Source: an optimization exercise on an open RTL-to-GDS flow (aim: small area, a short achievable clock period and few clock cycles). Production flows keep margins and buffers that such runs may drop.
The RTL was checked by simulation tests, not by an equivalence proof against the original design.

v6:
==> flow/design.v <==
`default_nettype none
module	qoi_encoder (
		input	wire		i_clk, i_reset,
		input	wire		s_valid,
		output	wire		s_ready,
		input	wire	[23:0]	s_data,
		input	wire		s_last, s_user,
		output	reg		o_qvalid,
		input	wire		i_qready,
		output	wire	[63:0]	o_qdata,
		output	reg	[2:0]	o_qbytes,
		output	reg		o_qlast
	);
	wire	stall;
	reg		ir_v, ir_h, ir_l;
	reg	[23:0]	ir_px;
	assign	s_ready = !stall;
	always @(posedge i_clk)
	if (i_reset)
		ir_v <= 1'b0;
	else if (!stall)
		ir_v <= s_valid;
	always @(posedge i_clk)
	if (!stall)
	begin
		ir_px <= s_data;
		ir_h  <= s_user;
		ir_l  <= s_user && s_last;
	end
	reg		hseen, h2, vseen;
	reg	[15:0]	wcnt, hcnt;
	wire		syncd = h2 && vseen;
	always @(posedge i_clk)
	if (i_reset)
	begin
		hseen <= 1'b0;
		h2    <= 1'b0;
		vseen <= 1'b0;
		wcnt  <= 16'h0;
		hcnt  <= 16'h0;
	end else if (!stall && ir_v)
	begin
		if (!hseen)
			wcnt <= wcnt + 1'b1;
		if (ir_h)
		begin
			hseen <= 1'b1;
			if (hseen)
				h2 <= 1'b1;
			if (!vseen)
				hcnt <= hcnt + 1'b1;
			if (ir_l)
				vseen <= 1'b1;
		end
	end
	reg		a_v, a_l, a_ep;
	reg	[23:0]	a_px;
	reg	[7:0]	a_dr, a_dg, a_db;
	reg	[5:0]	a_idx;
	wire	[23:0]	prevpx = (a_v && !a_l) ? a_px : 24'h0;
	wire		eq = (ir_px == prevpx);
	wire		in_a = ir_v && syncd;
	wire		mv_a = a_v && (in_a || a_l);
	wire	[5:0]	ir_r6 = ir_px[21:16], ir_g6 = ir_px[13:8], ir_b6 = ir_px[5:0];
	wire	[5:0]	ir_hash = ir_r6 + { ir_r6[4:0], 1'b0 }
				+ ir_g6 + { ir_g6[3:0], 2'b0 }
				+ { ir_b6[2:0], 3'b0 } - ir_b6 + 6'd53;
	always @(posedge i_clk)
	if (i_reset)
		a_v <= 1'b0;
	else if (!stall)
	begin
		if (in_a)
			a_v <= 1'b1;
		else if (a_l)
			a_v <= 1'b0;
	end
	always @(posedge i_clk)
	if (!stall && in_a)
	begin
		a_px  <= ir_px;
		a_l   <= ir_l;
		a_ep  <= eq;
		a_dr  <= ir_px[23:16] - prevpx[23:16];
		a_dg  <= ir_px[15: 8] - prevpx[15: 8];
		a_db  <= ir_px[ 7: 0] - prevpx[ 7: 0];
		a_idx <= ir_hash;
	end
	reg	[17:0]	tbl	[0:63];
	reg	[63:0]	tbl_v;
	always @(posedge i_clk)
	if (!stall && mv_a)
		tbl[a_idx] <= { a_px[23:8], a_px[7:6] };
	always @(posedge i_clk)
	if (i_reset)
		tbl_v <= 64'h0;
	else if (!stall && mv_a)
	begin
		if (a_l)
			tbl_v <= 64'h0;
		else
			tbl_v[a_idx] <= 1'b1;
	end
	reg		b_v, b_l, b_ep, b_en, b_tv, b_small, b_luma;
	reg	[23:0]	b_px;
	reg	[17:0]	b_tpx;
	reg	[5:0]	b_idx, b_dc;
	reg	[13:0]	b_lc;
	wire	[7:0]	a_drg = a_dr - a_dg;
	wire	[7:0]	a_dbg = a_db - a_dg;
	always @(posedge i_clk)
	if (i_reset)
		b_v <= 1'b0;
	else if (!stall)
		b_v <= mv_a;
	always @(posedge i_clk)
	if (!stall && mv_a)
	begin
		b_px  <= a_px;
		b_l   <= a_l;
		b_ep  <= a_ep;
		b_en  <= eq;
		b_idx <= a_idx;
		b_tv  <= tbl_v[a_idx];
		b_tpx <= tbl[a_idx];
		b_small <= ((&a_dr[7:1]) || !(|a_dr[7:1]))
			&& ((&a_dg[7:1]) || !(|a_dg[7:1]))
			&& ((&a_db[7:1]) || !(|a_db[7:1]));
		b_luma <= ((&a_dg[7:5]) || !(|a_dg[7:5]))
			&& ((&a_drg[7:3]) || !(|a_drg[7:3]))
			&& ((&a_dbg[7:3]) || !(|a_dbg[7:3]));
		b_dc <= { !a_dr[1], a_dr[0], !a_dg[1], a_dg[0],
				!a_db[1], a_db[0] };
		b_lc <= { !a_dg[5], a_dg[4:0], !a_drg[3], a_drg[2:0],
				!a_dbg[3], a_dbg[2:0] };
	end
	reg		run_on;
	reg	[5:0]	rep;
	reg		d_v, d_l;
	reg	[31:0]	d_data;
	reg	[2:0]	d_n;
	wire	[5:0]	rep_i = (b_ep && run_on && (rep != 6'd61))
					? (rep + 1'b1) : 6'd0;
	wire		emit_run = b_l || !b_en || (rep_i == 6'd61);
	wire		hit = b_tv && (b_tpx == { b_px[23:8], b_px[7:6] });
	always @(posedge i_clk)
	if (i_reset)
		run_on <= 1'b0;
	else if (!stall && b_v)
		run_on <= b_ep && !b_l;
	always @(posedge i_clk)
	if (!stall && b_v)
		rep <= rep_i;
	always @(posedge i_clk)
	if (i_reset)
		d_v <= 1'b0;
	else if (!stall)
		d_v <= b_v;
	always @(posedge i_clk)
	if (!stall && b_v)
	begin
		d_l <= b_l;
		if (b_ep)
		begin
			d_data <= emit_run ? { 2'b11, rep_i, 24'h0 } : 32'h0;
			d_n    <= emit_run ? 3'd1 : 3'd0;
		end else if (hit)
		begin
			d_data <= { 2'b00, b_idx, 24'h0 };
			d_n    <= 3'd1;
		end else if (b_small)
		begin
			d_data <= { 2'b01, b_dc, 24'h0 };
			d_n    <= 3'd1;
		end else if (b_luma)
		begin
			d_data <= { 2'b10, b_lc, 16'h0 };
			d_n    <= 3'd2;
		end else begin
			d_data <= { 8'hfe, b_px };
			d_n    <= 3'd4;
		end
	end
	localparam	[1:0]	P_IDLE = 2'd0, P_FILE = 2'd1, P_TRL = 2'd2,
				P_DRAIN = 2'd3;
	reg	[1:0]	pst;
	reg	[4:0]	fill;
	reg		acc_ok;
	reg	[7:0]	acc	[0:15];
	assign	stall = d_v && !acc_ok;
	wire		take = o_qvalid && i_qready;
	wire		hdr = (pst == P_IDLE) && (a_v || b_v || d_v);
	wire		app_c = d_v && acc_ok;
	wire		app_t = (pst == P_TRL) && ((fill <= 5'd8) || take);
	wire		lastword = (pst == P_DRAIN) && (fill <= 5'd8);
	wire	[7:0]	ck	[0:3];
	assign	ck[0] = d_data[31:24];
	assign	ck[1] = d_data[23:16];
	assign	ck[2] = d_data[15: 8];
	assign	ck[3] = d_data[ 7: 0];
	reg	[7:0]	hb	[0:15];
	reg	[7:0]	xb	[0:23];
	reg	[7:0]	nb	[0:15];
	reg	[4:0]	fa, fn;
	reg	[1:0]	pn;
	integer	k;
	always @(*)
	begin
		hb[ 0] = 8'h71; hb[ 1] = 8'h6f; hb[ 2] = 8'h69; hb[ 3] = 8'h66;
		hb[ 4] = 8'h00; hb[ 5] = 8'h00;
		hb[ 6] = wcnt[15:8]; hb[ 7] = wcnt[7:0];
		hb[ 8] = 8'h00; hb[ 9] = 8'h00;
		hb[10] = hcnt[15:8]; hb[11] = hcnt[7:0];
		hb[12] = 8'h03; hb[13] = 8'h01;
		hb[14] = 8'h00; hb[15] = 8'h00;
		for (k = 0; k < 24; k = k + 1)
		begin
			xb[k] = (k < 16) ? acc[k[3:0]] : 8'h0;
			if (app_c && (k[4:0] >= fill) && (k[4:0] < fill + 5'd4))
				xb[k] = xb[k] | ck[k[1:0] - fill[1:0]];
			if (app_t && (k[4:0] == fill + 5'd7))
				xb[k] = xb[k] | 8'h01;
		end
		for (k = 0; k < 16; k = k + 1)
		begin
			if (hdr)
				nb[k] = hb[k];
			else if (take)
				nb[k] = xb[k+8];
			else
				nb[k] = xb[k];
		end
		fa = fill;
		if (app_c)
			fa = fa + d_n;
		if (app_t)
			fa = fa + 5'd8;
		pn = pst;
		case (pst)
		P_IDLE:  if (hdr) pn = P_FILE;
		P_FILE:  if (app_c && d_l) pn = P_TRL;
		P_TRL:   if (app_t) pn = P_DRAIN;
		P_DRAIN: if (take && lastword) pn = P_IDLE;
		endcase
		if (hdr)
			fn = 5'd14;
		else if (take && lastword)
			fn = 5'd0;
		else if (take)
			fn = fa - 5'd8;
		else
			fn = fa;
	end
	always @(posedge i_clk)
	for (k = 0; k < 16; k = k + 1)
		acc[k] <= nb[k];
	always @(posedge i_clk)
	if (i_reset)
	begin
		pst      <= P_IDLE;
		fill     <= 5'd0;
		acc_ok   <= 1'b0;
		o_qvalid <= 1'b0;
		o_qlast  <= 1'b0;
		o_qbytes <= 3'd0;
	end else begin
		pst      <= pn;
		fill     <= fn;
		acc_ok   <= (pn == P_FILE) && (fn <= 5'd12);
		o_qvalid <= (fn >= 5'd8) || ((pn == P_DRAIN) && (fn != 5'd0));
		o_qlast  <= (pn == P_DRAIN) && (fn <= 5'd8);
		o_qbytes <= ((pn == P_DRAIN) && (fn <= 5'd8)) ? fn[2:0] : 3'd0;
	end
	assign	o_qdata = { acc[0], acc[1], acc[2], acc[3],
				acc[4], acc[5], acc[6], acc[7] };
endmodule
==> flow/config.mk <==
export PLATFORM = sky130hd
export DESIGN_NAME = qoi_encoder
export DESIGN_NICKNAME = qoi_encoder
export VERILOG_FILES = /design/flow/design.v
export SDC_FILE = /design/flow/constraint.sdc
export NUM_CORES = 4
export LEC_CHECK = 0
export ABC_CLOCK_PERIOD_IN_PS = 3000
export CAP_MARGIN = 20
export CORE_MARGIN = 2
export CORE_UTILIZATION = 60
export SETUP_SLACK_MARGIN = 2.5
export SLEW_MARGIN = 20
==> flow/constraint.sdc <==
create_clock -name core_clock -period 5.5 [get_ports {i_clk}]
set_input_delay 1.1000 -clock core_clock [delete_from_list [all_inputs] [get_ports {i_clk}]]
set_output_delay 1.1000 -clock core_clock [all_outputs]
set_load 0.01 [all_outputs]
run.sh (not shown) runs the stock make flow with config.mk's settings and CLKGATE_MAP_FILE= SYNTH_SCRIPT=/design/flow/synth_recipe.tcl, a recipe that flattens the netlist after the stock synthesis.
v6 went all the way through the flow, and no timing, DRC or antenna check failed.
Testbench counts of v6, summed over its fixed seeds: cycles 35,502.
Inputs modified between v6 and v7:
# v6
export LEC_CHECK = 0
export ABC_CLOCK_PERIOD_IN_PS = 3000
export CAP_MARGIN = 20
export CORE_MARGIN = 2
export CORE_UTILIZATION = 60
export SETUP_SLACK_MARGIN = 2.5
export SLEW_MARGIN = 20
create_clock -name core_clock -period 5.5 [get_ports {i_clk}]
# v7
export LEC_CHECK = 0
export CAP_MARGIN = 20
export CORE_MARGIN = 2
export CORE_UTILIZATION = 40
export SLEW_MARGIN = 20
create_clock -name core_clock -period 5.5 [get_ports {i_clk}]
Notes after the runs:
Compared with v6, via count in v7 decreased by a few percent. v7 ended up with a_idx[0]$_DFFE_PP_ as its launch point of the critical path; v6 ended up with ir_px[19]$_DFFE_PN_. Compared with v6, in v7 instance count on the critical path has decreased, fraction of area in registers moved up, total non-filler cell area in the finished layout has decreased, transition time of the tightest slew-check pin went down by 120 ps.

-- afterwards: timing with drivers on the ports --
No port has a modelled driver above. Below, the same layouts with a new extraction and two added sets of constraints. Step 1 sets driving cells, clkbuf_16 on the clock port and buf_2 on the other inputs (assumed; they add their load-dependent delay and slew). Step 2 times the ports against the registers' clock, not the clock port: input delays grow and output delays shrink by t, the midpoint of the rising clock arrivals with the driver on. Three values: ideal ports, drivers, drivers and shift; two values: the first two.
| run | shift t [ns] | setup WS [ns] | hold WS [ns] | clock arrival spread, ns | pins driven straight from the clock port |
|---|---|---|---|---|---|
| v6 | 0.855 | 2.024 / 2.024 / 1.788 | 0.444 / 0.444 / 0.444 | 0.022 / 0.021 | 1 |
| v7 | 0.876 | 1.512 / 1.512 / 1.512 | 0.418 / 0.418 / 0.418 | 0.035 / 0.036 | 1 |
After both steps every run listed still meets setup and hold. The setup slack of v6, which loses most, moves by 0.000 ns with the drivers and by -0.236 ns with both steps.
